This design comes from an exercise in tuning for small area on the open sky130 flow, not from production work.
Only simulation tests tie the RTL to the original design; equivalence was not proved.
No driver is modelled on the clock port, so clocking that relies on it looks cheaper here than on a real chip.
Power figures rest on the tool's default switching activity, not on a simulated workload.

--- flow/config.mk ---
export PLATFORM = sky130hd
export DESIGN_NAME = i2c_wrapper
export DESIGN_NICKNAME = i2c_wrapper
export VERILOG_FILES = /design/flow/design.v
export SDC_FILE = /design/flow/constraint.sdc
export NUM_CORES = 4
export LEC_CHECK = 0
export CAP_MARGIN = 0
export CORE_MARGIN = 2
export CORE_UTILIZATION = 60
export SLEW_MARGIN = 0
--- flow/constraint.sdc ---
create_clock -name core_clock -period 10.0 [get_ports {pclk}]
set_input_delay 2.0000 -clock core_clock [delete_from_list [all_inputs] [get_ports {pclk}]]
set_output_delay 2.0000 -clock core_clock [all_outputs]
set_load 0.01 [all_outputs]
--- flow/design.v ---
module i2c_wrapper #(
    parameter ADDR_WIDTH = 8,
    parameter DATA_WIDTH = 32
)(
    input  logic                    pclk,
    input  logic                    presetn,
    input  logic [ADDR_WIDTH-1:0]   paddr,
    input  logic                    psel,
    input  logic                    penable,
    input  logic                    pwrite,
    input  logic [DATA_WIDTH-1:0]   pwdata,
    output logic [DATA_WIDTH-1:0]   prdata,
    output logic                    pready,
    output logic                    pslverr,
    input  logic                    sda_in,
    output logic                    sda_out,
    output wire                     scl
);
    wire a_ctl = (paddr == 8'h00);
    wire a_adr = (paddr == 8'h04);
    wire a_reg = (paddr == 8'h08);
    wire a_din = (paddr == 8'h0C);
    wire a_out = (paddr == 8'h10);
    wire a_sts = (paddr == 8'h14);
    wire a_ok  = a_ctl | a_adr | a_reg | a_din | a_out | a_sts;
    wire acc = psel & penable;
    wire wr  = acc & pwrite;
    assign pready  = acc;
    assign pslverr = acc & (~a_ok | (pwrite & (a_out | a_sts)));
    reg  [3:1]  ctrl;                  
    reg  [31:0] r_adr, r_reg, r_din;   
    reg  [31:0] r_out;                 
    reg         v_adr, v_reg, v_din, v_out;
    reg         st_busy, st_err;       
    wire op   = ctrl[1];
    wire mode = ctrl[2];
    always @(posedge pclk or negedge presetn) begin
        if (!presetn) begin
            ctrl  <= 3'd0;
            v_adr <= 1'b0;
            v_reg <= 1'b0;
            v_din <= 1'b0;
        end else begin
            if (wr & a_ctl) ctrl[3:1] <= pwdata[3:1];
            if (wr & a_adr) v_adr <= 1'b1;
            if (wr & a_reg) v_reg <= 1'b1;
            if (wr & a_din) v_din <= 1'b1;
        end
    end
    always @(posedge pclk) begin
        if (wr & a_adr) r_adr <= pwdata;
        if (wr & a_reg) r_reg <= pwdata;
        if (wr & a_din) r_din <= pwdata;
    end
    localparam [3:0] IDLE = 4'd0,  START = 4'd1,  SLV  = 4'd2,  ACK_SA = 4'd3,
                     REG  = 4'd4,  ACK_RA = 4'd5, WRD  = 4'd6,  ACK_WR = 4'd7,
                     RDD  = 4'd8,  MACK = 4'd9,   MNACK = 4'd10, STOP = 4'd11,
                     ACK_N = 4'd12,    
                     PRE = 4'd13;      
    reg [3:0] state;
    reg [3:0] bitcnt;
    reg [1:0] byte_idx;
    reg [1:0] q;           
    reg [6:0] s;           
    reg       sda_t;
    reg       ack_err;
    reg [6:0] sa;          
    reg [7:0] sr;          
    reg [31:0] buf_q;      
    reg       sa_v, sr_v;
    wire busy = (state != IDLE) & (state != PRE);
    wire start_wr = wr & a_ctl & pwdata[0];
    wire term = s[6] & ~s[5] & s[4] & s[2] & s[0];    
    wire clk3 = (q == 2'd2) & term;
    wire clk4 = (q == 2'd3) & term;
    wire bit_last = bitcnt[3];
    always @(posedge pclk) begin
        if (!busy | term) s <= 7'd1;
        else              s <= {s[5:0], s[6] ^ s[5]};
        if (!busy)        q <= 2'd0;
        else if (term)    q <= q + 2'd1;
    end
    wire last_byte = mode ? (byte_idx == 2'd3) : (byte_idx == 2'd0);
    wire [1:0] tsel   = mode ? byte_idx : 2'd0;
    wire [2:0] bsel   = 3'd7 - bitcnt[2:0];
    wire tx_bit  = buf_q[{~tsel, 3'd7}];
    wire sa_bit  = (bitcnt[2:0] == 3'd7) ? op : (sa[bsel - 3'd1] & sa_v);
    wire sr_bit  = sr[bsel] & sr_v;
    wire sample = (state == RDD) & ~bit_last & clk3;
    wire rot    = (state == WRD) & ~bit_last & clk4;
    wire [3:0] sh;
    assign sh[0] = rot | (sample & (~mode | (byte_idx == 2'd3)));    
    assign sh[1] = rot | (sample & mode & (byte_idx == 2'd2));
    assign sh[2] = rot | (sample & mode & (byte_idx == 2'd1));
    assign sh[3] = rot | (sample & mode & (byte_idx == 2'd0));
    wire rd_enter = (state == ACK_RA) & clk4 & op;
    wire keep = busy & ~rd_enter;
    wire [31:0] prev;
    wire [31:0] buf_d;
    wire [3:0]  buf_en;
    genvar k;
    generate
        for (k = 0; k < 4; k = k + 1) begin : g_byte
            assign prev[8*k +: 8] = {buf_q[8*k +: 7], rot ? buf_q[8*k+7] : sda_in};
            assign buf_en[k] = ~busy | rd_enter | sh[k];
        end
    endgenerate
    assign buf_d = ({32{keep}} & prev) | ({32{~busy & v_din}} & r_din);
    integer i;
    always @(posedge pclk) begin
        for (i = 0; i < 4; i = i + 1)
            if (buf_en[i]) buf_q[8*i +: 8] <= buf_d[8*i +: 8];
        if (!busy) begin
            sa    <= r_adr[6:0];
            sr    <= r_reg[7:0];
            sa_v  <= v_adr;
            sr_v  <= v_reg;
        end
    end
    always @(posedge pclk or negedge presetn) begin
        if (!presetn) begin
            state    <= IDLE;
            sda_t    <= 1'b1;
            v_out    <= 1'b0;
        end else begin
            case (state)
            IDLE, PRE: begin
                sda_t   <= 1'b1;
                state   <= (state == PRE) ? START : start_wr ? PRE : IDLE;
            end
            START: begin
                sda_t  <= ~q[1];
                if (clk4) state <= SLV;
            end
            SLV, REG, WRD: begin
                if (!bit_last) begin
                    if (q == 2'd1)
                        sda_t <= (state == SLV) ? sa_bit : (state == REG) ? sr_bit : tx_bit;
                end else begin
                    state  <= state + 4'd1;
                end
            end
            ACK_SA, ACK_RA, ACK_WR: begin
                if (clk3 & sda_in) state <= ACK_N;
                if (clk4) begin
                    if (state == ACK_SA) begin
                        state <= REG;
                    end else if (state == ACK_RA) begin
                        state <= op ? RDD : WRD;
                    end else begin
                        if (last_byte) state <= STOP;
                        else state <= WRD;
                    end
                end
            end
            ACK_N: begin
                if (clk4) begin
                    state   <= STOP;
                end
            end
            RDD: begin
                if (!bit_last) begin
                end else begin
                    state  <= last_byte ? MNACK : MACK;
                end
            end
            MACK: begin
                sda_t  <= 1'b0;
                if (clk4) begin
                    state    <= RDD;
                end
            end
            MNACK: begin
                sda_t  <= ~clk4;
                if (clk4) begin
                    v_out <= 1'b1;
                    state <= STOP;
                end
            end
            STOP: begin
                sda_t  <= q[1];
                if (clk4) state <= start_wr ? PRE : IDLE;
            end
            default: state <= IDLE;
            endcase
        end
    end
    wire idle_like = ~busy;
    wire in_data   = (state == SLV) | (state == REG) | (state == WRD) | (state == RDD);
    wire bc_inc    = in_data & ~bit_last & clk4;
    wire bc_clr    = idle_like | (in_data & bit_last);
    wire bi_inc    = ((state == ACK_WR) & clk4 & ~last_byte) | ((state == MACK) & clk4);
    always @(posedge pclk) begin
        bitcnt   <= (bitcnt + {3'd0, bc_inc}) & {4{~bc_clr}};
        byte_idx <= (byte_idx + {1'b0, bi_inc}) & {2{~idle_like}};
        ack_err  <= (ack_err | ((state == ACK_N) & clk4)) & ~idle_like;
    end
    always @(posedge pclk) begin
        if ((state == MNACK) & clk4) r_out <= buf_q;
        st_busy <= busy;
        st_err  <= ack_err;
    end
    wire s_first = (s == 7'd1);
    assign scl = ~busy | (state == START) |
                 ((state == STOP) ? (q[1] | (q[0] & ~s_first))
                                  : (q[1] & (q[0] | ~s_first)));
    wire sda_en = ~(~busy | (state == ACK_SA) | (state == ACK_RA) |
                    (state == ACK_WR) | (state == ACK_N) | (state == RDD) |
                    ((state == START) & (q == 2'd0) & s_first));
    assign sda_out = ~sda_en | sda_t;
    wire s_adr = a_adr & v_adr;
    wire s_reg = a_reg & v_reg;
    wire s_din = a_din & v_din;
    wire s_out = a_out & v_out;
    assign prdata = ({32{s_adr}} & r_adr) | ({32{s_reg}} & r_reg) |
                    ({32{s_din}} & r_din) | ({32{s_out}} & r_out) |
                    {28'd0, {3{a_ctl}} & ctrl, 1'b0} | {30'd0, {2{a_sts}} & {st_err, st_busy}};
endmodule
--- flow/flow/run.sh ---
#!/bin/bash
# Layout flow: the standard flow (standard.sh) with these changes.
#  1. After the standard synthesis, the combinational cells are mapped again
#     by ABC with an area-oriented script (flow/area.abc). The flip-flops
#     are black boxes in that step, so every register keeps its instance
#     name and cell type from the standard synthesis.
#  2. The ports are buffered with sky130_fd_sc_hd__buf_1.
#  3. The clock tree is built by flow/clock_tree.tcl (two balanced buffer
#     levels: one root buffer fed by the clock port, one leaf buffer per
#     group of nearby flip-flops), sourced at the start of ORFS's CTS step;
#     TritonCTS is then pointed at the clock port net only, which now has a
#     single sink, so it adds nothing. The rest of the CTS step (placement
#     legalisation, timing repair) runs as usual.
# Each tool's output goes to a log file of its own in this folder.
set -euo pipefail
LIB=$FLOW_HOME/platforms/sky130hd/lib/sky130_fd_sc_hd__tt_025C_1v80.lib
R=orfs/results/sky130hd/i2c_wrapper/base
DU=$(grep -A40 "DONT_USE_CELLS +=" $FLOW_HOME/platforms/sky130hd/config.mk | grep -oE "sky130_fd_sc_hd__[a-z0-9_]+" | sed 's/^/-dont_use /' | tr '\n' ' ')
export CLK_PORT=$(sed -n 's/.*create_clock.*get_ports {*\([A-Za-z0-9_]*\)}*.*/\1/p' constraint.sdc | head -1)

bash standard.sh synth > 1_standard_synth.log 2>&1
cp $R/1_2_yosys.v std_synth.v
python3 flow/comb_lib.py $LIB comb.lib > 2_comb_lib.log 2>&1
yosys -p "read_liberty comb.lib; read_liberty -lib -nooverwrite $LIB; \
  read_verilog std_synth.v; hierarchy -check -top $FLOW_TOP; flatten; rename -hide w:*.*; \
  hierarchy -top $FLOW_TOP; read_liberty -lib -nooverwrite $LIB; opt -purge; \
  abc -liberty $LIB $DU -script flow/area.abc; opt_clean -purge; \
  setundef -zero; \
  hilomap -singleton -hicell sky130_fd_sc_hd__conb_1 HI -locell sky130_fd_sc_hd__conb_1 LO; \
  insbuf -buf sky130_fd_sc_hd__buf_4 A X; opt_clean -purge; \
  check -assert -mapped; stat -liberty $LIB; \
  write_verilog -noattr -nohex -nodec reabc.v" > 3_reabc_yosys.log 2>&1
cp reabc.v $R/1_2_yosys.v
bash standard.sh 'BUFFER_PORTS_ARGS=-buffer_cell sky130_fd_sc_hd__buf_1' \
  "PRE_CTS_TCL=$PWD/flow/clock_tree.tcl" \
  "CTS_ARGS=-clk_nets $CLK_PORT -buf_list sky130_fd_sc_hd__clkbuf_4" \
  finish > 4_standard_finish.log 2>&1
--- flow/flow/area.abc ---
&get -n
&st
&dc2
&dch -f
&nf -R 1000 -p -a
&st
&dc2
&dch -f
&nf -R 1000 -p -a
&put
topo
dnsize
--- flow/flow/clock_tree.tcl ---
# Builds the clock tree by hand before ORFS's CTS step (sourced as
# PRE_CTS_TCL): the flip-flops are split into groups of at most
# CLK_GROUP by recursive median cuts of their placement, each group gets
# one leaf buffer at its centre, and one root buffer at the centre of the
# leaf buffers is driven by the clock port. Every flip-flop sees the same
# two buffer levels. A group whose estimated load (pins plus half-perimeter
# wire) is large gets the stronger leaf buffer, to keep its clock slew low.
set leaf_cell sky130_fd_sc_hd__clkbuf_4
set root_cell sky130_fd_sc_hd__clkbuf_16
set group_max 12
set big_leaf_cell sky130_fd_sc_hd__clkbuf_8
# estimated leaf load in fF: 1.75 per clock pin + 0.3 per um of half-perimeter
set big_load_ff 33
if { [info exists ::env(CLK_GROUP)] } { set group_max $::env(CLK_GROUP) }
if { [info exists ::env(CLK_LEAF)] } { set leaf_cell $::env(CLK_LEAF) }
if { [info exists ::env(CLK_ROOT)] } { set root_cell $::env(CLK_ROOT) }

set db [ord::get_db]
set block [ord::get_db_block]
set clk_net [$block findNet $::env(CLK_PORT)]

set pts {}
foreach it [$clk_net getITerms] {
  set inst [$it getInst]
  set bb [$inst getBBox]
  set x [expr { ([$bb xMin] + [$bb xMax]) / 2 }]
  set y [expr { ([$bb yMin] + [$bb yMax]) / 2 }]
  lappend pts [list $x $y $it]
}
puts "clock_tree: [llength $pts] clock sinks"

proc split_groups { pts gmax } {
  set n [llength $pts]
  set g [expr { int(ceil(double($n) / $gmax)) }]
  if { $g <= 1 } { return [list $pts] }
  set xs [lmap p $pts { lindex $p 0 }]
  set ys [lmap p $pts { lindex $p 1 }]
  set dx [expr { [tcl::mathfunc::max {*}$xs] - [tcl::mathfunc::min {*}$xs] }]
  set dy [expr { [tcl::mathfunc::max {*}$ys] - [tcl::mathfunc::min {*}$ys] }]
  set k [expr { $dx >= $dy ? 0 : 1 }]
  set s [lsort -integer -index $k $pts]
  set g1 [expr { $g / 2 }]
  set n1 [expr { int(round(double($n) * $g1 / $g)) }]
  return [concat [split_groups [lrange $s 0 [expr { $n1 - 1 }]] $gmax] \
                 [split_groups [lrange $s $n1 end] $gmax]]
}

set groups [split_groups $pts $group_max]
puts "clock_tree: [llength $groups] groups"

set leaf_master [$db findMaster $leaf_cell]
set big_master [$db findMaster $big_leaf_cell]
set dbu [$block getDbUnitsPerMicron]
set nbig 0
set root_master [$db findMaster $root_cell]
set root [odb::dbInst_create $block $root_master clk_root_buf]
set root_net [odb::dbNet_create $block clk_root_net]
$root_net setSigType CLOCK
[$root findITerm X] connect $root_net

set i 0
set sx 0
set sy 0
foreach grp $groups {
  set xs [lmap p $grp { lindex $p 0 }]
  set ys [lmap p $grp { lindex $p 1 }]
  set hp [expr { double([tcl::mathfunc::max {*}$xs] - [tcl::mathfunc::min {*}$xs] + \
                        [tcl::mathfunc::max {*}$ys] - [tcl::mathfunc::min {*}$ys]) / $dbu }]
  set load [expr { 1.75 * [llength $grp] + 0.3 * $hp }]
  if { $load > $big_load_ff } {
    set m $big_master
    incr nbig
  } else {
    set m $leaf_master
  }
  set leaf [odb::dbInst_create $block $m clk_leaf_buf_$i]
  set net [odb::dbNet_create $block clk_leaf_net_$i]
  $net setSigType CLOCK
  set cx 0
  set cy 0
  foreach p $grp {
    set it [lindex $p 2]
    $it disconnect
    $it connect $net
    set cx [expr { $cx + [lindex $p 0] }]
    set cy [expr { $cy + [lindex $p 1] }]
  }
  set cx [expr { $cx / [llength $grp] }]
  set cy [expr { $cy / [llength $grp] }]
  [$leaf findITerm X] connect $net
  [$leaf findITerm A] connect $root_net
  $leaf setLocation $cx $cy
  $leaf setPlacementStatus PLACED
  set sx [expr { $sx + $cx }]
  set sy [expr { $sy + $cy }]
  incr i
}
[$root findITerm A] connect $clk_net
$root setLocation [expr { $sx / $i }] [expr { $sy / $i }]
$root setPlacementStatus PLACED
global_connect
detailed_placement
puts "clock_tree: $i leaf buffers ($nbig of them $big_leaf_cell, the rest $leaf_cell), root $root_cell"
--- flow/flow/comb_lib.py ---
# Writes a copy of a liberty file that keeps only the combinational cells
# (no ff, latch or statetable groups), so that yosys can read their functions
# while the sequential cells stay black boxes.
import re, sys
txt = open(sys.argv[1]).read()
starts = [m.start() for m in re.finditer(r'\n\s*cell \(', txt)]
head = txt[:starts[0]]
starts.append(txt.rindex('}'))
keep = []
for a, b in zip(starts, starts[1:]):
    seg = txt[a:b]
    if re.search(r'\b(ff|latch|statetable)\s*\(', seg):
        continue
    keep.append(seg)
open(sys.argv[2], 'w').write(head + ''.join(keep) + '\n}\n')
--- flow/standard.sh ---
#!/bin/bash
# synth_recipe.tcl (not shown) runs the flow's synth.tcl, then flattens the netlist and writes it again
# the make line also repeats each setting of config.mk as NAME=value (left out here)
make -C /OpenROAD-flow-scripts/flow DESIGN_CONFIG=/design/flow/config.mk WORK_HOME=/design/flow/orfs CLKGATE_MAP_FILE= SYNTH_SCRIPT=/design/flow/synth_recipe.tcl "${@:-finish}"
==> results of run 1 <==
## path summary, 6_finish.rpt
check | start | endpoint | slack (ns) | cells after the start
setup / recovery | paddr[7] | prdata[8] | 3.44 | 9
hold / removal | ack_err$_DFF_P_ | st_err$_DFF_P_ | 0.36 | 0
setup reg to reg | state[2]$_DFFE_PN0P_ | buf_q[7]$_DFFE_PP_ | 6.00 | 7
hold reg to reg | ack_err$_DFF_P_ | st_err$_DFF_P_ | 0.36 | 0
max in group asynchronous | presetn | v_reg$_DFFE_PN0P_ | 7.77 | 1
min in group asynchronous | presetn | v_din$_DFFE_PN0P_ | 1.66 | 1
## critical path: cells and delay by family
kind	cells	cell delay, ns
AO/OA/AOI/OAI	1	0.16
buffers and inverters	3	0.64
AND/OR/NAND/NOR	5	1.74
## power breakdown
part,switching (W),internal (W)
sequential,0.0000770,0.00107
combinational,0.000204,0.000136
clock,0.000244,0.000149
total,0.000524,0.00136
## per-stage QoR
step	std cells	setup WS (ns)
2_1_floorplan	551	2.850
5_1_grt	838	3.172
3_5_place_dp	819	3.419
6_report	838	3.443
3_3_place_gp	819	3.602
4_1_cts	838	3.437
## per-layer routing
metal  wire [µm]  share of wire [%]
met1        7689                 42
met2        8796                 49
met3        1310                7.2
met4         311                1.7
met5           0                  0
## cell type report
| type | count | area, µm² | area share [%] |
|---|---|---|---|
| multi-input cells | 339 | 2068 | 23.24 |
| well taps | 176 | 220.2 | 2.474 |
| flip-flops and latches | 207 | 5977 | 67.16 |
| repair buffers | 92 | 386.6 | 4.344 |
| plain buffers | 19 | 229.0 | 2.573 |
| inverters | 5 | 18.77 | 0.2109 |
==> impl_metrics.toml, run 1 <==
[status]
run_status = "no timing/DRC/antenna violations"

[sta]
tightest_slew_ns = 1.289
tns_ns = 0
timing_max_transition_violations_final = 0
setup_repair_after_global_routing_missed_its_margin = "false"
maxSlewHeadroom_pct = 13.18
final_setup_skew_ns = 0.04153
final.hold.worst_slack_ns = 0.3556
finalHoldViolCount = 0
final_worst_path_period_share_pct = 65.57
setup-violations-final = 0
max_clock_freq_ghz = 0.1525
period_needed_ns = 6.557

[drt]
drt.antenna.violating_nets = 0
wire_per_inst_um = 21.61
routed_wirelength_mm = 18.11
vias_per_cell = 6.313
firstDrtPassIters = 5
drt_first_iter_violations = 599
vias = 5290
remaining_drc_errors = 0

[flow_run]
timing.max_cap.violations = 0

[pwr]
vdd.ir_drop.worst_mv = 0.1486
powerDensity_nw_per_um2 = 211.3
cellLeakagePower_nw = 2.986
final_total_power_w = 0.001880

[cts]
post-cts-setup-buffers = 0
clk_pin_slew_ns = 0.08
postCtsHoldBufs = 0
cts.repair.resized = 0
insertion_delay_ns = 0.42

[setup_path]
timing.critical_path.fanout_max = 23
criticalPathCategory = "in2out"
timing.critical_path.slowest_stage_cell = "sky130_fd_sc_hd__nor3b_2"
arrival_ns = 4.56
worst_setup_path_start_kind = "primary input"
crit_path_end_kind = "primary output"
crit_path_max_incr_delay_ns = 0.60
crit_path_cell_trace = "buf_1 > or3_1 > nor4_1 > nand2_1 > nor3b_2 > buf_4 > a222oi_1 > nand2_1 > buf_1"
timing.critical_path.required_ns = 8.00

[global_route]
maximum_number_of_pins_on_one_net_before_global_route_repair = 34
globalRoute.totalOverflow = 0
number_of_antenna_violations_at_the_first_check_in_global_routing = 0
met1_usage_pct = 37.54
grt_pass1_vias = 5146
global_route_track_usage_on_met3_pct = 2.947
grt_util_met2_pct = 41.89
grtUsageTotal_pct = 25.28
wire_length_of_the_first_global_routing_pass_mm = 28.33
globalRoute.busiestLayer = "met2"

[worst_hold_path]
min-delay-path-class = "reg2reg"

[synth]
synth.net_count = 597
ys_warn_count = 1
syn-cell-area_um2 = 8026
post_synth_inst_count = 551
synthesis.area_per_instance_um2 = 14.57

[floorplan]
floorplan.initialDensity_pct = 61.10
floorplan.die.width_um = 119.7
placementRows = 42
core_area_um2 = 13140
dieArea_um2 = 14320
die_height_um = 119.7
top_level_ports = 82

[layout]
fillers = 959
flow.area_growth_from_synthesis_pct = 10.88
fin_nets = 710
layout.cell_area.non_filler_um2 = 8900
diodes = 0
utilization_after_layout_pct = 67.74
mostFrequentLayoutCell = "sky130_fd_sc_hd__edfxtp_1"
layout_common_cells = "177 x sky130_fd_sc_hd__edfxtp_1, 82 x sky130_fd_sc_hd__nand2_1, 81 x sky130_fd_sc_hd__buf_1, 32 x sky130_fd_sc_hd__nor2_1, 32 x sky130_fd_sc_hd__a22o_1"
drive_gt1_share_pct = 5.891

[placement]
replace_congestion = 0.9005
post-dp-hpwl_mm = 11.19
dpl_cell_area_um2 = 8671
port_buffers = 81
==> inputs of run 2 (changes only) <==
--- a/flow/flow/clock_tree.tcl
+++ b/flow/flow/clock_tree.tcl
@@ -9,6 +9,6 @@
 set root_cell sky130_fd_sc_hd__clkbuf_16
-set group_max 12
+set group_max 11
 set big_leaf_cell sky130_fd_sc_hd__clkbuf_8
 # estimated leaf load in fF: 1.75 per clock pin + 0.3 per um of half-perimeter
-set big_load_ff 33
+set big_load_ff 36.5
 if { [info exists ::env(CLK_GROUP)] } { set group_max $::env(CLK_GROUP) }
==> impl_metrics.toml, run 2 <==
[layout]
drive_gt1_share_pct = 6.033
layout_common_cells = "177 x sky130_fd_sc_hd__edfxtp_1, 82 x sky130_fd_sc_hd__nand2_1, 81 x sky130_fd_sc_hd__buf_1, 32 x sky130_fd_sc_hd__nor2_1, 32 x sky130_fd_sc_hd__a22o_1"
fillers = 971
fin_nets = 711
flow.area_growth_from_synthesis_pct = 10.35
finish.cell_count_without_fillers = 839
diodes = 0
mostFrequentLayoutCell = "sky130_fd_sc_hd__edfxtp_1"

[drt]
vias_per_cell = 6.391
wire_per_inst_um = 21.62
drt.antenna.violating_nets = 0
vias = 5362
routed_wirelength_mm = 18.14
remaining_drc_errors = 0
firstDrtPassIters = 5
drt_first_iter_violations = 602

[sta]
setup_repair_after_global_routing_missed_its_margin = "false"
period_needed_ns = 6.567
final_worst_path_period_share_pct = 65.67
max_clock_freq_ghz = 0.1523
setup-violations-final = 0
final_setup_skew_ns = 0.03549
finalHoldViolCount = 0
maxSlewHeadroom_pct = 9.267
tns_ns = 0
timing_max_transition_violations_final = 0
tightest_slew_ns = 1.347

[setup_path]
crit_path_end_kind = "primary output"
reg2regPathDepth = 7
timing.critical_path.slowest_stage_cell = "sky130_fd_sc_hd__nor3b_2"
crit_path_max_incr_delay_ns = 0.59
crit_path_cell_trace = "buf_1 > or3_1 > nor4_1 > nand2_1 > nor3b_2 > buf_4 > a222oi_1 > nand2_1 > buf_1"
criticalPathCategory = "in2out"
worst_setup_path_start_kind = "primary input"
arrival_ns = 4.57
timing.critical_path.required_ns = 8.00
timing.critical_path.fanout_max = 23

[worst_hold_path]
min-delay-path-class = "reg2reg"
timing.hold.worst_path_depth = 0

[placement]
replace_congestion = 0.9005
numPlacedInstances = 819
post-dp-hpwl_mm = 11.19
port_buffers = 81

[floorplan]
die_height_um = 119.7
core_area_um2 = 13140
top_level_ports = 82
floorplan.initialDensity_pct = 61.10
placementRows = 42
floorplan.die.width_um = 119.7
dieArea_um2 = 14320

[cts]
clk_pin_slew_ns = 0.08
insertion_delay_ns = 0.41
post-cts-setup-buffers = 0
cts.repair.resized = 0
postCtsHoldBufs = 0

[global_route]
number_of_antenna_violations_at_the_first_check_in_global_routing = 0
grtUsageTotal_pct = 25.18
grt_pass1_vias = 5131
globalRoute.totalOverflow = 0
wire_length_of_the_first_global_routing_pass_mm = 28.19
maximum_number_of_pins_on_one_net_before_global_route_repair = 34

[flow_run]
timing.max_cap.violations = 0

[synth]
syn-cell-area_um2 = 8026
synthesis.area_per_instance_um2 = 14.57
synth.net_count = 597
post_synth_inst_count = 551
ys_warn_count = 1

[status]
run_status = "no timing/DRC/antenna violations"

[pwr]
powerDensity_nw_per_um2 = 209.0
cellLeakagePower_nw = 2.970
vdd.ir_drop.worst_mv = 0.1269
run 2: cell types whose count changed in the layout (fill, tap and decap cells not counted), sizes merged:
cell,before,now
clkbuf,19,20
run 2: metrics by stage:
step | hold WS (ns) | util [%] | power (W) | worst slack, ns | instance area (µm²)
floorplan | 0.3315 | - | 0.001374 | 2.850 | 8026
global placement | 0.3434 | 66.00 | 0.001490 | 3.602 | 8671
detailed placement | 0.3410 | 66.00 | 0.001503 | 3.419 | 8671
CTS | 0.3430 | 67.42 | 0.001767 | 3.408 | 8857
global route | 0.3775 | 67.42 | 0.001934 | 3.171 | 8857
finish | 0.3508 | 67.42 | 0.001851 | 3.433 | 8857
run 2: layer usage:
metal / up-vias / share of wire [%] / track usage, %
met3: 27 / 6.5 / 2.139
met1: 2657 / 43 / 37.52
met2: 231 / 48 / 41.64
met5: - / 0 / 0
li1: 2447 / - / -
met4: 0 / 2.3 / 5.000
run 2: area by class of cell:
| cell class | instances | area (µm²) | area share, % |
|---|---|---|---|
| multi-input cells | 339 | 2068 | 23.35 |
| inverters | 5 | 18.77 | 0.2119 |
| repair buffers | 92 | 386.6 | 4.365 |
| flip-flops and latches | 207 | 5977 | 67.48 |
| well taps | 176 | 220.2 | 2.486 |
| plain buffers | 20 | 186.4 | 2.105 |
run 2: path summary, 6_finish.rpt:
kind	start	slack, ns	endpoint
max	paddr[7]	3.43	prdata[13]
min	ack_err$_DFF_P_	0.35	st_err$_DFF_P_
max reg2reg	state[2]$_DFFE_PN0P_	5.93	buf_q[1]$_DFFE_PP_
min reg2reg	ack_err$_DFF_P_	0.35	st_err$_DFF_P_
max in group asynchronous	presetn	7.76	state[0]$_DFFE_PN0P_
min in group asynchronous	presetn	1.67	ctrl[3]$_DFFE_PN0N_
run 2: report_power, final:
part	switching, W	internal [W]	leakage (nW)	total, W
clock	0.000242	0.000120	0.108	0.000362
sequential	0.0000776	0.00107	1.90	0.00115
combinational	0.000204	0.000136	0.961	0.000340
run 2: critical path: cells and delay by family:
family          cells  cell delay [ns]
simple gates        5             1.75
buf+inv             3             0.63
compound gates      1             0.16
==> inputs of run 3 (changes only) <==
--- a/flow/flow/clock_tree.tcl
+++ b/flow/flow/clock_tree.tcl
@@ -9,3 +9,3 @@
 set root_cell sky130_fd_sc_hd__clkbuf_16
-set group_max 11
+set group_max 10
 set big_leaf_cell sky130_fd_sc_hd__clkbuf_8
--- a/flow/config.mk
+++ b/flow/config.mk
@@ -9,3 +9,3 @@
 export CORE_MARGIN = 2
-export CORE_UTILIZATION = 60
+export CORE_UTILIZATION = 40
 export SLEW_MARGIN = 0
==> impl_metrics.toml, run 3 <==
[status]
run_status = "no timing/DRC/antenna violations"

[synth]
syn-cell-area_um2 = 8026
synthesis.area_per_instance_um2 = 14.57
synth.net_count = 597
post_synth_inst_count = 551
ys_warn_count = 1

[sta]
period_needed_ns = 6.696
final_worst_path_period_share_pct = 66.96
finalHoldViolCount = 0
setup-violations-final = 0
final_setup_skew_ns = 0.03676
max_clock_freq_ghz = 0.1493
setup_repair_after_global_routing_missed_its_margin = "false"
timing_max_transition_violations_final = 0
finalWorstSetupSlack_ns = 3.304
maxSlewHeadroom_pct = 16.00
tns_ns = 0
tightest_slew_ns = 1.247

[global_route]
grtUsageTotal_pct = 17.65
number_of_antenna_violations_at_the_first_check_in_global_routing = 0
grt_pass1_vias = 5412
wire_length_of_the_first_global_routing_pass_mm = 30.11
maximum_number_of_pins_on_one_net_before_global_route_repair = 34
globalRoute.totalOverflow = 0

[floorplan]
core_area_um2 = 19590
floorplan.initialDensity_pct = 40.97
floorplan.die.width_um = 145.7
top_level_ports = 82
dieArea_um2 = 21220
die_height_um = 145.7
placementRows = 51

[setup_path]
path_delay_family = "simple AND/OR/NAND/NOR gates"
criticalPathCategory = "in2out"
setup.reg_to_reg.worst_slack_ns = 6.04
timing.critical_path.fanout_max = 21
worst_setup_path_start_kind = "primary input"
crit_path_cell_trace = "buf_1 > or3_1 > nor4_1 > nand2_1 > nor3b_2 > buf_4 > a222oi_1 > nand2_1 > buf_1"
crit_path_end_kind = "primary output"
worstPathBufferInverterCount = 3
timing.critical_path.slowest_stage_cell = "sky130_fd_sc_hd__nor3b_2"
timing.critical_path.required_ns = 8.00
crit_path_max_incr_delay_ns = 0.83
arrival_ns = 4.70

[drt]
drt.antenna.violating_nets = 0
vias = 5375
routed_wirelength_mm = 19.33
drt_first_iter_violations = 423
remaining_drc_errors = 0
wire_per_inst_um = 20.72
vias_per_cell = 5.761
firstDrtPassIters = 8

[cts]
insertion_delay_ns = 0.42
post-cts-setup-buffers = 0
clk_pin_slew_ns = 0.10
cts.repair.resized = 0
postCtsHoldBufs = 0

[layout]
fin_nets = 715
flow.area_growth_from_synthesis_pct = 12.05
drive_gt1_share_pct = 6.447
mostFrequentLayoutCell = "sky130_fd_sc_hd__edfxtp_1"
layout_common_cells = "177 x sky130_fd_sc_hd__edfxtp_1, 82 x sky130_fd_sc_hd__nand2_1, 81 x sky130_fd_sc_hd__buf_1, 32 x sky130_fd_sc_hd__nor2_1, 32 x sky130_fd_sc_hd__a22o_1"
utilization_after_layout_pct = 45.91
layout.cell_area.non_filler_um2 = 8994

[pwr]
powerDensity_nw_per_um2 = 207.0
comb_power_share_pct = 18.2
switching_share_pct = 28.39
vdd.ir_drop.worst_mv = 0.1041
clkPwrFrac_pct = 20.0
p_int_w = 0.001333
final_total_power_w = 0.001862
power.switching_w = 0.0005286
cellLeakagePower_nw = 2.987
seq_power_share_pct = 61.7

[flow_run]
timing.max_cap.violations = 0

[worst_hold_path]
min-delay-path-class = "reg2reg"

[placement]
preCtsSetupSlack_ns = 3.305
dpl_cell_area_um2 = 8796
replace_congestion = 0.8912
post-dp-hpwl_mm = 12.16
port_buffers = 81
==> run 3: changes by cell type in the layout (fill, tap and decap cells not counted) <==
cell / previous run / this run
sky130_fd_sc_hd__buf_4: 11 / 13
sky130_fd_sc_hd__clkbuf_8: 3 / 2
sky130_fd_sc_hd__clkbuf_4: 16 / 19
sky130_fd_sc_hd__diode_2: 0 / 1
sky130_fd_sc_hd__and4_2: 1 / 0
sky130_fd_sc_hd__and4_1: 1 / 2
==> run 3: power by group through the flow <==
stage                     Combinational (W)  Clock, W  Sequential [W]
after global routing               0.000374  0.000418         0.00116
final                              0.000340  0.000373         0.00115
after global placement             0.000335         0         0.00116
after floorplan                    0.000237         0         0.00114
after detailed placement           0.000339         0         0.00117
after CTS                          0.000341  0.000267         0.00117
==> run 3: worst register-to-register path, delay by kind of cell, from the launching register on <==
kind	cells	cell delay, ns
AND/OR/NAND/NOR	3	0.63
flip-flops	1	0.76
buffers and inverters	1	0.52
AO/OA/AOI/OAI	3	1.69
==> run 3: layout make-up <==
| cell class | instances | area (µm²) |
|---|---|---|
| multi-input cells | 339 | 2067 |
| repair buffers | 94 | 401.6 |
| flip-flops and latches | 207 | 5977 |
| fillers | 1775 | 10600 |
| well taps | 265 | 331.6 |
| plain buffers | 22 | 195.2 |
| diodes | 1 | 2.502 |
| inverters | 5 | 18.77 |
==> run 3: routing by layer <==
| metal | part of all wire [%] | GRT usage, % | routed length, µm |
|---|---|---|---|
| met1 | 40 | 23.95 | 7826 |
| met2 | 49 | 30.81 | 9542 |
| met3 | 8.0 | 2.069 | 1540 |
| met4 | 2.2 | 3.824 | 419 |
| met5 | 0 | 0 | 0 |
==> run 3: stage by stage <==
step | cells | hold slack [ns]
floorplan | 551 | 0.3315
global placement | 910 | 0.3549
detailed placement | 910 | 0.3417
CTS | 932 | 0.3480
global route | 932 | 0.3296
finish | 933 | 0.3317
==> run 3: path summary, 6_finish.rpt <==
kind | startpoint | depth (start not counted) | to
max | paddr[7] | 9 | prdata[14]
max in group asynchronous | presetn | 1 | state[0]$_DFFE_PN0P_
min in group asynchronous | presetn | 1 | ctrl[2]$_DFFE_PN0N_
min reg2reg | ack_err$_DFF_P_ | 0 | st_err$_DFF_P_
min | ack_err$_DFF_P_ | 0 | st_err$_DFF_P_
max reg2reg | state[2]$_DFFE_PN0P_ | 7 | buf_q[7]$_DFFE_PP_
==> inputs of run 4 (changes only) <==
--- a/flow/design.v
+++ b/flow/design.v
@@ -33,3 +33,3 @@
     reg         v_adr, v_reg, v_din, v_out;
-    reg         st_busy, st_err;       
+    reg         st_err;                
     wire op   = ctrl[1];
@@ -77,3 +77,3 @@
     always @(posedge pclk) begin
-        if (!busy | term) s <= 7'd1;
+        if (!busy | (term & ~((state == STOP) & (q == 2'd3)))) s <= 7'd1;
         else              s <= {s[5:0], s[6] ^ s[5]};
@@ -199,3 +199,2 @@
         if ((state == MNACK) & clk4) r_out <= buf_q;
-        st_busy <= busy;
         st_err  <= ack_err;
@@ -206,6 +205,8 @@
                                   : (q[1] & (q[0] | ~s_first)));
+    wire first  = (q == 2'd0) & s_first;
     wire sda_en = ~(~busy | (state == ACK_SA) | (state == ACK_RA) |
                     (state == ACK_WR) | (state == ACK_N) | (state == RDD) |
-                    ((state == START) & (q == 2'd0) & s_first));
+                    ((state == START) & first));
     assign sda_out = ~sda_en | sda_t;
+    wire st_busy = busy ? ~((state == START) & first) : s[1];
     wire s_adr = a_adr & v_adr;
--- a/flow/flow/clock_tree.tcl
+++ b/flow/flow/clock_tree.tcl
@@ -9,3 +9,3 @@
 set root_cell sky130_fd_sc_hd__clkbuf_16
-set group_max 10
+set group_max 11
 set big_leaf_cell sky130_fd_sc_hd__clkbuf_8
--- a/flow/config.mk
+++ b/flow/config.mk
@@ -9,3 +9,3 @@
 export CORE_MARGIN = 2
-export CORE_UTILIZATION = 40
+export CORE_UTILIZATION = 60
 export SLEW_MARGIN = 0
==> impl_metrics.toml, run 4 <==
[synth]
ys_warn_count = 1
post_synth_inst_count = 540
synthesis.area_per_instance_um2 = 14.94
syn-cell-area_um2 = 8066
synth.net_count = 586

[setup_path]
path_delay_family = "simple AND/OR/NAND/NOR gates"
criticalPathCategory = "in2out"
worst_setup_path_start_kind = "primary input"
timing.critical_path.required_ns = 8.00
arrival_ns = 4.21
timing.critical_path.fanout_max = 28
crit_path_cell_trace = "buf_1 > nor3_1 > nand2_1 > nor2_1 > nand2_1 > nor3b_2 > buf_4 > a222oi_1 > nand2_1 > buf_1"
timing.critical_path.slowest_stage_cell = "sky130_fd_sc_hd__buf_4"
reg2regPathDepth = 7
worst-path-stages = 10
worstPathBufferInverterCount = 3
crit_path_max_incr_delay_ns = 0.45
crit_path_end_kind = "primary output"
timing.critical_path.mode_cell = "sky130_fd_sc_hd__nand2_1"

[sta]
final_setup_skew_ns = 0.04096
period_needed_ns = 6.210
max_clock_freq_ghz = 0.1610
maxSlewHeadroom_pct = 40.58
setup_repair_after_global_routing_missed_its_margin = "false"
setup-violations-final = 0
timing_max_transition_violations_final = 0
final.hold.worst_slack_ns = 0.3578
finalHoldViolCount = 0
tns_ns = 0
finalWorstSetupSlack_ns = 3.790
final_worst_path_period_share_pct = 62.10
tightest_slew_ns = 0.8875

[layout]
fin_nets = 702
layout.cell_area.non_filler_um2 = 8905
finish.cell_count_without_fillers = 830
mostFrequentLayoutCell = "sky130_fd_sc_hd__edfxtp_1"
flow.area_growth_from_synthesis_pct = 10.39
layout_common_cells = "177 x sky130_fd_sc_hd__edfxtp_1, 81 x sky130_fd_sc_hd__buf_1, 48 x sky130_fd_sc_hd__nor2_1, 43 x sky130_fd_sc_hd__a22oi_1, 37 x sky130_fd_sc_hd__nand2_1"
drive_gt1_share_pct = 7.339
diodes = 0

[cts]
postCtsHoldBufs = 0
post-cts-setup-buffers = 0
clk_pin_slew_ns = 0.08
cts.repair.resized = 0
insertion_delay_ns = 0.42

[global_route]
wire_length_of_the_first_global_routing_pass_mm = 28.21
number_of_antenna_violations_at_the_first_check_in_global_routing = 0
globalRoute.totalOverflow = 0
grt_pass1_vias = 5163
maximum_number_of_pins_on_one_net_before_global_route_repair = 34
grtUsageTotal_pct = 25.21

[drt]
drt.antenna.violating_nets = 0
vias = 5301
routed_wirelength_mm = 18.11
drt_first_iter_violations = 492
firstDrtPassIters = 4
vias_per_cell = 6.387
wire_per_inst_um = 21.82
remaining_drc_errors = 0

[pwr]
powerDensity_nw_per_um2 = 145.7
cellLeakagePower_nw = 2.713
vdd.ir_drop.worst_mv = 0.1139

[placement]
post-dp-hpwl_mm = 11.43
preCtsSetupSlack_ns = 3.820
numPlacedInstances = 810
port_buffers = 81
replace_congestion = 0.9761
dpl_cell_area_um2 = 8731

[floorplan]
floorplan.initialDensity_pct = 61.16
top_level_ports = 82
floorplan.die.width_um = 120.0
core_area_um2 = 13190
die_height_um = 120.0
dieArea_um2 = 14390
placementRows = 42

[worst_hold_path]
timing.hold.worst_path_depth = 0
min-delay-path-class = "reg2reg"

[flow_run]
timing.max_cap.violations = 0

[status]
run_status = "no timing/DRC/antenna violations"
-- run 4: through the flow --
| stage | total power, W | util, % |
|---|---|---|
| 2_1_floorplan | 0.0009517 | - |
| 3_3_place_gp | 0.0009659 | 66.19 |
| 3_5_place_dp | 0.0009668 | 66.19 |
| 4_1_cts | 0.001217 | 67.51 |
| 5_1_grt | 0.001333 | 67.51 |
| 6_report | 0.001298 | 67.51 |
-- run 4: path summary, 6_finish.rpt --
check                                 from              endpoint  slack (ns)
max reg2reg                s[4]$_SDFF_PP0_    buf_q[2]$_DFFE_PP_        6.82
min in group asynchronous          presetn  state[3]$_DFFE_PN0P_        1.63
max in group asynchronous          presetn   ctrl[1]$_DFFE_PN0N_        7.84
max                               paddr[5]             prdata[3]        3.79
min                        ack_err$_DFF_P_        st_err$_DFF_P_        0.36
min reg2reg                ack_err$_DFF_P_        st_err$_DFF_P_        0.36
-- run 4: routing by layer --
layer / vias up / track usage [%] / wire length [µm]
li1: 2424 / - / -
met1: 2609 / 37.10 / 7670
met2: 235 / 40.23 / 8597
met3: 33 / 3.089 / 1391
met4: 0 / 7.279 / 452
met5: - / 0 / 0
-- run 4: area by class of cell --
| type | count | area, µm² |
|---|---|---|
| buffer | 20 | 173.9 |
| tap | 176 | 220.2 |
| fill | 964 | 4285 |
| sequential | 206 | 5957 |
| inverter | 5 | 18.77 |
| multi-input combinational | 329 | 2133 |
| timing repair buffer | 94 | 401.6 |
-- run 4: power by group --
group	total, W	switching, W	leakage, nW	internal [W]
clock	0.000350	0.000239	0.102	0.000111
sequential	0.000927	0.000000676	1.88	0.000926
combinational	0.0000206	0.0000140	0.728	0.00000664
-- run 4: worst register-to-register path: cells and delay by family, from the launching register on --
kind | cells | cell delay, ns
simple gates | 7 | 2.47
flops | 1 | 0.38
==> inputs of run 5 (changes only) <==
--- a/flow/design.v
+++ b/flow/design.v
@@ -58,2 +58,3 @@
                      ACK_N = 4'd12,    
+                     STOP_E = 4'd14,   
                      PRE = 4'd13;      
@@ -65,3 +66,2 @@
     reg       sda_t;
-    reg       ack_err;
     reg [6:0] sa;          
@@ -77,3 +77,3 @@
     always @(posedge pclk) begin
-        if (!busy | (term & ~((state == STOP) & (q == 2'd3)))) s <= 7'd1;
+        if (!busy | (term & ~(((state == STOP) | (state == STOP_E)) & (q == 2'd3)))) s <= 7'd1;
         else              s <= {s[5:0], s[6] ^ s[5]};
@@ -157,3 +157,3 @@
                 if (clk4) begin
-                    state   <= STOP;
+                    state   <= STOP_E;
                 end
@@ -179,3 +179,3 @@
             end
-            STOP: begin
+            STOP, STOP_E: begin
                 sda_t  <= q[1];
@@ -195,3 +195,2 @@
         byte_idx <= (byte_idx + {1'b0, bi_inc}) & {2{~idle_like}};
-        ack_err  <= (ack_err | ((state == ACK_N) & clk4)) & ~idle_like;
     end
@@ -199,3 +198,3 @@
         if ((state == MNACK) & clk4) r_out <= buf_q;
-        st_err  <= ack_err;
+        st_err  <= (state == STOP_E) | (st_err & ~busy & s[1]);
     end
@@ -203,3 +202,3 @@
     assign scl = ~busy | (state == START) |
-                 ((state == STOP) ? (q[1] | (q[0] & ~s_first))
+                 ((state == STOP) | (state == STOP_E) ? (q[1] | (q[0] & ~s_first))
                                   : (q[1] & (q[0] | ~s_first)));
--- a/flow/flow/run.sh
+++ b/flow/flow/run.sh
@@ -3,5 +3,5 @@
 #  1. After the standard synthesis, the combinational cells are mapped again
-#     by ABC with an area-oriented script (flow/area.abc). The flip-flops
-#     are black boxes in that step, so every register keeps its instance
-#     name and cell type from the standard synthesis.
+#     by ABC with area-oriented scripts (flow/area*.abc); the smallest result
+#     is kept. The flip-flops are black boxes in that step, so every register
+#     keeps its instance name and cell type from the standard synthesis.
 #  2. The ports are buffered with sky130_fd_sc_hd__buf_1.
@@ -23,11 +23,24 @@
 python3 flow/comb_lib.py $LIB comb.lib > 2_comb_lib.log 2>&1
-yosys -p "read_liberty comb.lib; read_liberty -lib -nooverwrite $LIB; \
-  read_verilog std_synth.v; hierarchy -check -top $FLOW_TOP; flatten; rename -hide w:*.*; \
-  hierarchy -top $FLOW_TOP; read_liberty -lib -nooverwrite $LIB; opt -purge; \
-  abc -liberty $LIB $DU -script flow/area.abc; opt_clean -purge; \
-  setundef -zero; \
-  hilomap -singleton -hicell sky130_fd_sc_hd__conb_1 HI -locell sky130_fd_sc_hd__conb_1 LO; \
-  insbuf -buf sky130_fd_sc_hd__buf_4 A X; opt_clean -purge; \
-  check -assert -mapped; stat -liberty $LIB; \
-  write_verilog -noattr -nohex -nodec reabc.v" > 3_reabc_yosys.log 2>&1
+best=""
+best_area=""
+for s in flow/area*.abc; do
+  n=$(basename $s .abc)
+  yosys -p "read_liberty comb.lib; read_liberty -lib -nooverwrite $LIB; \
+    read_verilog std_synth.v; hierarchy -check -top $FLOW_TOP; flatten; rename -hide w:*.*; \
+    hierarchy -top $FLOW_TOP; read_liberty -lib -nooverwrite $LIB; opt -purge; \
+    abc -liberty $LIB $DU -script $s; opt_clean -purge; \
+    setundef -zero; \
+    hilomap -singleton -hicell sky130_fd_sc_hd__conb_1 HI -locell sky130_fd_sc_hd__conb_1 LO; \
+    insbuf -buf sky130_fd_sc_hd__buf_4 A X; opt_clean -purge; \
+    check -assert -mapped; tee -o reabc_$n.stat stat -liberty $LIB; \
+    write_verilog -noattr -nohex -nodec reabc_$n.v" > 3_reabc_yosys_$n.log 2>&1
+  a=$(sed -n "s/.*Chip area for module .*: \([0-9.]*\).*/\1/p" reabc_$n.stat | tail -1)
+  echo "$n $a" >> 3_reabc_areas.txt
+  if [[ -z "$best" ]] || awk -v a="$a" -v b="$best_area" 'BEGIN { exit !(a < b) }'; then
+    best=$n
+    best_area=$a
+  fi
+done
+echo "kept $best $best_area" >> 3_reabc_areas.txt
+cp reabc_$best.v reabc.v
 cp reabc.v $R/1_2_yosys.v
==> flow/flow/area1.abc (new file) <==
&get -n
&st
&dc2
&dch -f
&nf -R 1000 -p -a
&put
topo
dnsize
==> flow/flow/area2.abc (new file) <==
&get -n
&st
&dc2
&dch -f
&nf -R 1000 -p -a
&st
&dc2
&dch -f
&nf -R 1000 -p -a
&put
topo
dnsize
==> flow/flow/area3.abc (new file) <==
&get -n
&st
&dc2
&dch -f
&nf -R 1000 -p -a -C 32 -F 8 -A 8
&put
topo
dnsize
==> flow/flow/area4.abc (new file) <==
&get -n
&st
&dc2
&dch -f
&nf -R 1000 -p -a -E 10
&put
topo
dnsize
==> flow/flow/area5.abc (new file) <==
&get -n
&st
&dch -f
&nf -R 1000 -p
&put
topo
dnsize
==> flow/flow/area6.abc (new file) <==
&get -n
&st
&syn2
&dc2
&dch -f
&nf -R 1000 -p -a -F 8 -A 8
&put
topo
dnsize
==> flow/flow/area7.abc (new file) <==
&get -n
&st
&dc2
&dch -f
&nf -R 1000 -p -a
&st
&dc2
&dch -f
&nf -R 1000 -p -a
&st
&dc2
&dch -f
&nf -R 1000 -p -a -C 32
&put
topo
dnsize
==> flow/flow/area8.abc (new file) <==
&get -n
&st
&b
&dc2
&dch -f
&nf -R 1000 -p -a
&st
&dc2
&dch -f
&nf -R 1000 -p -a
&put
topo
dnsize
--- a/flow/flow/clock_tree.tcl
+++ b/flow/flow/clock_tree.tcl
@@ -9,3 +9,3 @@
 set root_cell sky130_fd_sc_hd__clkbuf_16
-set group_max 11
+set group_max 14
 set big_leaf_cell sky130_fd_sc_hd__clkbuf_8
--- a/flow/config.mk
+++ b/flow/config.mk
@@ -9,3 +9,3 @@
 export CORE_MARGIN = 2
-export CORE_UTILIZATION = 60
+export CORE_UTILIZATION = 70
 export SLEW_MARGIN = 0
removed: flow/flow/area.abc
==> impl_metrics.toml, run 5 <==
[setup_path]
crit_start = "paddr[6]"
arrival_ns = 4.82
timing.critical_path.required_ns = 8.00
crit_path_end = "prdata[17]"
setup.reg_to_reg.worst_slack_ns = 5.85
crit-reg2reg-capture = "buf_q[29]$_DFFE_PP_"
criticalPathCategory = "in2out"
worst_setup_path_start_kind = "primary input"
reg2reg_from = "state[1]$_DFFE_PN0P_"
reg2regPathDepth = 7
timing.critical_path.fanout_max = 20
crit_path_end_kind = "primary output"

[sta]
finalHoldViolCount = 0
setup_repair_after_global_routing_missed_its_margin = "false"
max_clock_freq_ghz = 0.1466
period_needed_ns = 6.823
final_setup_skew_ns = 0.03841
tns_ns = 0
tightest_slew_ns = 1.149
timing_max_transition_violations_final = 0
maxSlewHeadroom_pct = 23.24
setup-violations-final = 0
final_worst_path_period_share_pct = 68.23

[floorplan]
floorplan.die.width_um = 110.6
placementRows = 38
dieArea_um2 = 12240
core_area_um2 = 10980
top_level_ports = 82
die_height_um = 110.6
floorplan.initialDensity_pct = 72.49

[drt]
remaining_drc_errors = 0
vias = 5411
firstDrtPassIters = 6
vias_per_cell = 6.806
wire_per_inst_um = 22.92
drt_first_iter_violations = 936
drt.antenna.violating_nets = 0
routed_wirelength_mm = 18.22

[pwr]
cellLeakagePower_nw = 3.004
powerDensity_nw_per_um2 = 216.6
vdd.ir_drop.worst_mv = 0.1546
final_total_power_w = 0.001902

[layout]
diodes = 0
finish.cell_count_without_fillers = 795
mostFrequentLayoutCell = "sky130_fd_sc_hd__edfxtp_1"
fin_nets = 703
fillers = 589
flow.area_growth_from_synthesis_pct = 10.29
drive_gt1_share_pct = 5.802
layout_common_cells = "177 x sky130_fd_sc_hd__edfxtp_1, 99 x sky130_fd_sc_hd__nand2_1, 81 x sky130_fd_sc_hd__buf_1, 30 x sky130_fd_sc_hd__a222oi_1, 28 x sky130_fd_sc_hd__a22o_1"

[worst_hold_path]
min-delay-path-class = "reg2reg"

[global_route]
grtUsageTotal_pct = 28.97
grt_pass1_vias = 5470
maximum_number_of_pins_on_one_net_before_global_route_repair = 34
number_of_antenna_violations_at_the_first_check_in_global_routing = 0
wire_length_of_the_first_global_routing_pass_mm = 28.21
globalRoute.totalOverflow = 0

[synth]
synth.net_count = 593
syn-cell-area_um2 = 7961
synthesis.area_per_instance_um2 = 14.55
post_synth_inst_count = 547
ys_warn_count = 1

[status]
run_status = "no timing/DRC/antenna violations"

[cts]
cts.repair.resized = 0
post-cts-setup-buffers = 0
postCtsHoldBufs = 0
insertion_delay_ns = 0.42
clk_pin_slew_ns = 0.11

[placement]
post-dp-hpwl_mm = 11.50
replace_congestion = 0.8958
port_buffers = 81
numPlacedInstances = 779

[flow_run]
timing.max_cap.violations = 0
-- run 5: changes by cell type in the layout (fill, tap and decap cells not counted), sizes merged, moves of 6 or more --
cell,change
o21ai,-6
a222oi,+29
and3,+8
a22oi,-39
nand2,+62
nor2,-23
a221o,-19
-- run 5: report_power, final --
part           internal, W  switching, W
clock network     0.000140      0.000233
logic             0.000137      0.000231
registers          0.00107     0.0000900
-- run 5: worst min-delay path by stage --
stage | startpoint | end | slack [ns] | cells past startpoint
6_report | buf_q[30]$_DFFE_PP_ | r_out[30]$_DFFE_PP_ | 0.43 | 0
5_1_grt | buf_q[30]$_DFFE_PP_ | r_out[30]$_DFFE_PP_ | 0.43 | 0
4_1_cts | buf_q[30]$_DFFE_PP_ | r_out[30]$_DFFE_PP_ | 0.44 | 0
3_5_place_dp | buf_q[30]$_DFFE_PP_ | r_out[30]$_DFFE_PP_ | 0.44 | 0
3_3_place_gp | r_reg[3]$_DFFE_PP_ | sr[3]$_DFFE_PP_ | 0.43 | 0
2_1_floorplan | r_reg[4]$_DFFE_PP_ | sr[4]$_DFFE_PP_ | 0.43 | 0
-- run 5: per-stage QoR --
step	cell area (µm²)	util (%)	setup slack (ns)	hold WS, ns
final	8781	79.95	3.177	0.4255
after global routing	8781	79.95	2.906	0.4315
after CTS	8781	79.95	3.149	0.4369
after detailed placement	8568	78.01	3.148	0.4369
after global placement	8568	78.01	3.411	0.4342
after floorplan	7961	-	2.824	0.4252
-- run 5: final cells by class --
cell class / instances / area [µm²] / share of cell area (%)
Tap cell: 140 / 175.2 / 1.995
Timing Repair Buffer: 92 / 386.6 / 4.403
Buffer: 16 / 212.7 / 2.422
Sequential cell: 205 / 5937 / 67.61
Multi-Input combinational cell: 337 / 2051 / 23.35
Inverter: 5 / 18.77 / 0.2137
-- run 5: routing by layer --
layer | track usage, % | share of wire, % | up-vias
met5 | 0 | 0 | -
met4 | 8.083 | 2.1 | 0
met2 | 50.22 | 50 | 391
li1 | - | - | 2398
met1 | 38.99 | 37 | 2586
met3 | 4.226 | 11 | 36
-- run 5: critical path, stage by stage --
cell and delay [ns]:
sky130_fd_sc_hd__buf_1 0.07, sky130_fd_sc_hd__nor3_1 0.32, sky130_fd_sc_hd__nor4b_1 0.52, sky130_fd_sc_hd__nand2_1 0.23, sky130_fd_sc_hd__nor3b_2 0.83, sky130_fd_sc_hd__buf_4 0.43
sky130_fd_sc_hd__a222oi_1 0.17, sky130_fd_sc_hd__nand2_1 0.10, sky130_fd_sc_hd__buf_1 0.15
==> inputs of run 6 (changes only) <==
--- a/flow/flow/clock_tree.tcl
+++ b/flow/flow/clock_tree.tcl
@@ -9,3 +9,3 @@
 set root_cell sky130_fd_sc_hd__clkbuf_16
-set group_max 14
+set group_max 11
 set big_leaf_cell sky130_fd_sc_hd__clkbuf_8
==> impl_metrics.toml, run 6 <==
[floorplan]
dieArea_um2 = 12240
floorplan.die.width_um = 110.6
floorplan.initialDensity_pct = 72.49
core_area_um2 = 10980
placementRows = 38
top_level_ports = 82
die_height_um = 110.6

[pwr]
powerDensity_nw_per_um2 = 214.3
vdd.ir_drop.worst_mv = 0.1692
cellLeakagePower_nw = 2.994

[sta]
finalWorstSetupSlack_ns = 3.151
setup-violations-final = 0
period_needed_ns = 6.849
tns_ns = 0
final_setup_skew_ns = 0.03976
setup_repair_after_global_routing_missed_its_margin = "false"
maxSlewHeadroom_pct = 21.94
timing_max_transition_violations_final = 0
final.hold.worst_slack_ns = 0.4406
final_worst_path_period_share_pct = 68.49
finalHoldViolCount = 0
tightest_slew_ns = 1.168
max_clock_freq_ghz = 0.1460

[status]
run_status = "no timing/DRC/antenna violations"

[synth]
syn-cell-area_um2 = 7961
post_synth_inst_count = 547
synthesis.area_per_instance_um2 = 14.55
synth.net_count = 593
ys_warn_count = 1

[layout]
fin_nets = 707
layout_common_cells = "177 x sky130_fd_sc_hd__edfxtp_1, 99 x sky130_fd_sc_hd__nand2_1, 81 x sky130_fd_sc_hd__buf_1, 30 x sky130_fd_sc_hd__a222oi_1, 28 x sky130_fd_sc_hd__a22o_1"
mostFrequentLayoutCell = "sky130_fd_sc_hd__edfxtp_1"
flow.area_growth_from_synthesis_pct = 9.807
diodes = 0
layout.cell_area.non_filler_um2 = 8742
drive_gt1_share_pct = 6.373
finish.cell_count_without_fillers = 799

[worst_hold_path]
min-delay-path-class = "reg2reg"

[setup_path]
crit_path_end_kind = "primary output"
worst_setup_path_start_kind = "primary input"
criticalPathCategory = "in2out"
timing.critical_path.required_ns = 8.00
timing.critical_path.fanout_max = 20
arrival_ns = 4.85

[global_route]
maximum_number_of_pins_on_one_net_before_global_route_repair = 34
grt_pass1_vias = 5546
number_of_antenna_violations_at_the_first_check_in_global_routing = 0
globalRoute.totalOverflow = 0
wire_length_of_the_first_global_routing_pass_mm = 28.43
grtUsageTotal_pct = 29.18

[placement]
post-dp-hpwl_mm = 11.50
replace_congestion = 0.8958
port_buffers = 81
dpl_cell_area_um2 = 8568
preCtsSetupSlack_ns = 3.148
numPlacedInstances = 779

[cts]
cts.repair.resized = 0
postCtsHoldBufs = 0
post-cts-setup-buffers = 0
insertion_delay_ns = 0.41
clk_pin_slew_ns = 0.12

[drt]
drt.antenna.violating_nets = 0
vias = 5401
firstDrtPassIters = 8
wire_per_inst_um = 22.80
routed_wirelength_mm = 18.22
vias_per_cell = 6.760
remaining_drc_errors = 0
drt_first_iter_violations = 760

[flow_run]
timing.max_cap.violations = 0
-- run 6: cell types whose count changed in the layout (fill, tap and decap cells not counted), sizes merged --
cell    change
clkbuf      +4
-- run 6: routing by layer --
layer	vias up	GRT usage [%]	wire (µm)
li1	2407	-	-
met1	2579	39.28	6696
met2	384	49.98	9318
met3	31	3.952	1892
met4	0	9.833	313
met5	-	0	0
-- run 6: power by group --
group / internal [W] / total [W] / leakage (nW) / switching, W
Clock: 0.000111 / 0.000347 / 0.102 / 0.000235
Sequential: 0.00107 / 0.00116 / 1.89 / 0.0000901
Combinational: 0.000137 / 0.000366 / 1.00 / 0.000229
Total: 0.00132 / 0.00187 / 2.99 / 0.000555
-- run 6: final cells by class --
type                       count  area, µm²
sequential                   205       5937
tap                          140      175.2
timing repair buffer          92      386.6
multi-input combinational    337       2051
inverter                       5      18.77
fill                         598       2241
buffer                        20      173.9
-- run 6: worst paths after layout --
kind	from	cells after the start	end	slack, ns
min in group asynchronous	presetn	1	v_out$_DFFE_PN0P_	1.64
worst min register to register	v_reg$_DFFE_PN0P_	0	sr_v$_DFFE_PP_	0.44
worst max-delay path	paddr[6]	9	prdata[12]	3.15
worst max register to register	state[1]$_DFFE_PN0P_	7	buf_q[29]$_DFFE_PP_	5.91
max in group asynchronous	presetn	1	state[3]$_DFFE_PN0P_	7.82
worst min-delay path	v_reg$_DFFE_PN0P_	0	sr_v$_DFFE_PP_	0.44
-- run 6: stage by stage --
stage	power [W]	util, %
3_3_place_gp	0.001519	78.01
5_1_grt	0.001955	79.60
4_1_cts	0.001791	79.60
6_report	0.001874	79.60
2_1_floorplan	0.001399	-
3_5_place_dp	0.001535	78.01
-- run 6: worst max-delay path, cell delays in order --
cell and delay [ns]:
sky130_fd_sc_hd__buf_1 0.07, sky130_fd_sc_hd__nor3_1 0.32, sky130_fd_sc_hd__nor4b_1 0.52, sky130_fd_sc_hd__nand2_1 0.23
sky130_fd_sc_hd__nor3b_2 0.85, sky130_fd_sc_hd__buf_4 0.43, sky130_fd_sc_hd__a222oi_1 0.14, sky130_fd_sc_hd__nand2_1 0.11
sky130_fd_sc_hd__buf_1 0.17
==> inputs of run 7 (changes only) <==
--- a/flow/config.mk
+++ b/flow/config.mk
@@ -9,3 +9,3 @@
 export CORE_MARGIN = 2
-export CORE_UTILIZATION = 70
+export CORE_UTILIZATION = 60
 export SLEW_MARGIN = 0
==> impl_metrics.toml, run 7 <==
[floorplan]
dieArea_um2 = 14210
floorplan.initialDensity_pct = 60.84
core_area_um2 = 13090
die_height_um = 119.2
placementRows = 42
floorplan.die.width_um = 119.2
top_level_ports = 82

[cts]
post-cts-setup-buffers = 0
cts.repair.resized = 0
clk_pin_slew_ns = 0.11
postCtsHoldBufs = 0
insertion_delay_ns = 0.41

[sta]
timing_max_transition_violations_final = 0
final_setup_skew_ns = 0.03482
tightest_slew_ns = 1.073
period_needed_ns = 6.814
setup_repair_after_global_routing_missed_its_margin = "false"
maxSlewHeadroom_pct = 28.33
final.hold.worst_slack_ns = 0.4268
tns_ns = 0
final_worst_path_period_share_pct = 68.14
finalHoldViolCount = 0
setup-violations-final = 0
finalWorstSetupSlack_ns = 3.186
max_clock_freq_ghz = 0.1468

[synth]
post_synth_inst_count = 547
ys_warn_count = 1
synth.net_count = 593
syn-cell-area_um2 = 7961
synthesis.area_per_instance_um2 = 14.55

[pwr]
final_total_power_w = 0.001872
cellLeakagePower_nw = 2.992
powerDensity_nw_per_um2 = 213.1
vdd.ir_drop.worst_mv = 0.1304

[layout]
drive_gt1_share_pct = 6.231
layout_common_cells = "177 x sky130_fd_sc_hd__edfxtp_1, 99 x sky130_fd_sc_hd__nand2_1, 81 x sky130_fd_sc_hd__buf_1, 30 x sky130_fd_sc_hd__a222oi_1, 28 x sky130_fd_sc_hd__a22o_1"
fillers = 973
layout.area.seq_um2 = 5937
diodes = 0
multi_input_comb_area_um2 = 2051
fin_nets = 706
mostFrequentLayoutCell = "sky130_fd_sc_hd__edfxtp_1"
finish.cell_count_without_fillers = 834
flow.area_growth_from_synthesis_pct = 10.36

[worst_hold_path]
min-delay-path-class = "reg2reg"

[setup_path]
criticalPathCategory = "in2out"
worst_setup_path_start_kind = "primary input"
timing.critical_path.fanout_max = 21
crit_path_end_kind = "primary output"
timing.critical_path.required_ns = 8.00
arrival_ns = 4.81

[drt]
firstDrtPassIters = 5
remaining_drc_errors = 0
vias = 5274
vias_per_cell = 6.324
wire_per_inst_um = 21.28
drt.antenna.violating_nets = 0
routed_wirelength_mm = 17.75
drt_first_iter_violations = 618

[status]
run_status = "no timing/DRC/antenna violations"

[global_route]
maximum_number_of_pins_on_one_net_before_global_route_repair = 34
globalRoute.totalOverflow = 0
number_of_antenna_violations_at_the_first_check_in_global_routing = 0
grtUsageTotal_pct = 24.92
grt_pass1_vias = 5107
wire_length_of_the_first_global_routing_pass_mm = 27.79

[placement]
replace_congestion = 0.8689
numPlacedInstances = 814
preCtsSetupSlack_ns = 3.218
post-dp-hpwl_mm = 10.87
port_buffers = 81

[flow_run]
timing.max_cap.violations = 0
==> run 7: worst paths after layout <==
check	startpoint	endpoint	slack [ns]	cells after the start
worst max-delay path	paddr[6]	prdata[18]	3.19	9
worst min-delay path	buf_q[8]$_DFFE_PP_	r_out[8]$_DFFE_PP_	0.43	0
worst max register to register	state[1]$_DFFE_PN0P_	buf_q[15]$_DFFE_PP_	6.16	6
worst min register to register	buf_q[8]$_DFFE_PP_	r_out[8]$_DFFE_PP_	0.43	0
max in group asynchronous	presetn	state[1]$_DFFE_PN0P_	7.75	1
min in group asynchronous	presetn	ctrl[2]$_DFFE_PN0N_	1.67	1
==> run 7: stage by stage <==
step | cell area, µm² | util (%)
global placement | 8606 | 65.77
detailed placement | 8606 | 65.77
finish | 8786 | 67.14
floorplan | 7961 | -
CTS | 8786 | 67.14
global route | 8786 | 67.14
==> run 7: area by class of cell <==
| cell class | instances | share of cell area, % |
|---|---|---|
| inverters | 5 | 0.2136 |
| multi-input cells | 337 | 23.34 |
| flip-flops and latches | 205 | 67.57 |
| repair buffers | 91 | 4.315 |
| plain buffers | 20 | 2.051 |
| well taps | 176 | 2.506 |
==> run 7: power breakdown <==
group,switching (W),internal [W]
combinational,0.000221,0.000137
sequential,0.0000898,0.00107
clock,0.000238,0.000116
==> run 7: worst max-delay path: stages <==
cell and delay [ns]:
sky130_fd_sc_hd__buf_1 0.07, sky130_fd_sc_hd__nor3_1 0.28, sky130_fd_sc_hd__nor4b_1 0.58, sky130_fd_sc_hd__nand2_1 0.24, sky130_fd_sc_hd__nor3b_2 0.80, sky130_fd_sc_hd__buf_4 0.42
sky130_fd_sc_hd__a222oi_1 0.16, sky130_fd_sc_hd__nand2_1 0.10, sky130_fd_sc_hd__buf_1 0.16
==> run 7: per-layer routing <==
metal	share of wire, %	track usage, %	wire (µm)
met5	0	0	0
met2	48	40.27	8468
met1	42	37.34	7501
met3	8.2	2.826	1447
met4	1.8	5.283	328

## afterwards: timing with drivers on the ports
Ports are ideal in the flow. The routed layouts listed here were re-timed in OpenROAD.
Step 1 assumes that a clkbuf_16 drives the clock port and a buf_2 every other input.
Step 2 times the ports against the registers' clock, not the clock port: input delays grow and output delays shrink by t, the midpoint of the rising clock arrivals with the driver on.
a / b / c = ideal / step 1 / step 2; a / b = the first two.
run | shift t [ns] | setup WS [ns] | worst register clock-pin slew, ns
run 1 | 0.443 | 3.443 / 3.422 / 3.422 | 0.12 / 0.12
run 2 | 0.436 | 3.433 / 3.413 / 3.413 | 0.11 / 0.11
run 3 | 0.441 | 3.304 / 3.277 / 3.277 | 0.11 / 0.11
run 4 | 0.446 | 3.790 / 3.763 / 3.763 | 0.12 / 0.12
run 5 | 0.440 | 3.177 / 3.157 / 3.157 | 0.12 / 0.12
run 6 | 0.432 | 3.151 / 3.131 / 3.131 | 0.12 / 0.12
run 7 | 0.436 | 3.186 / 3.165 / 3.165 | 0.11 / 0.11
After both steps every run listed still meets setup and hold.
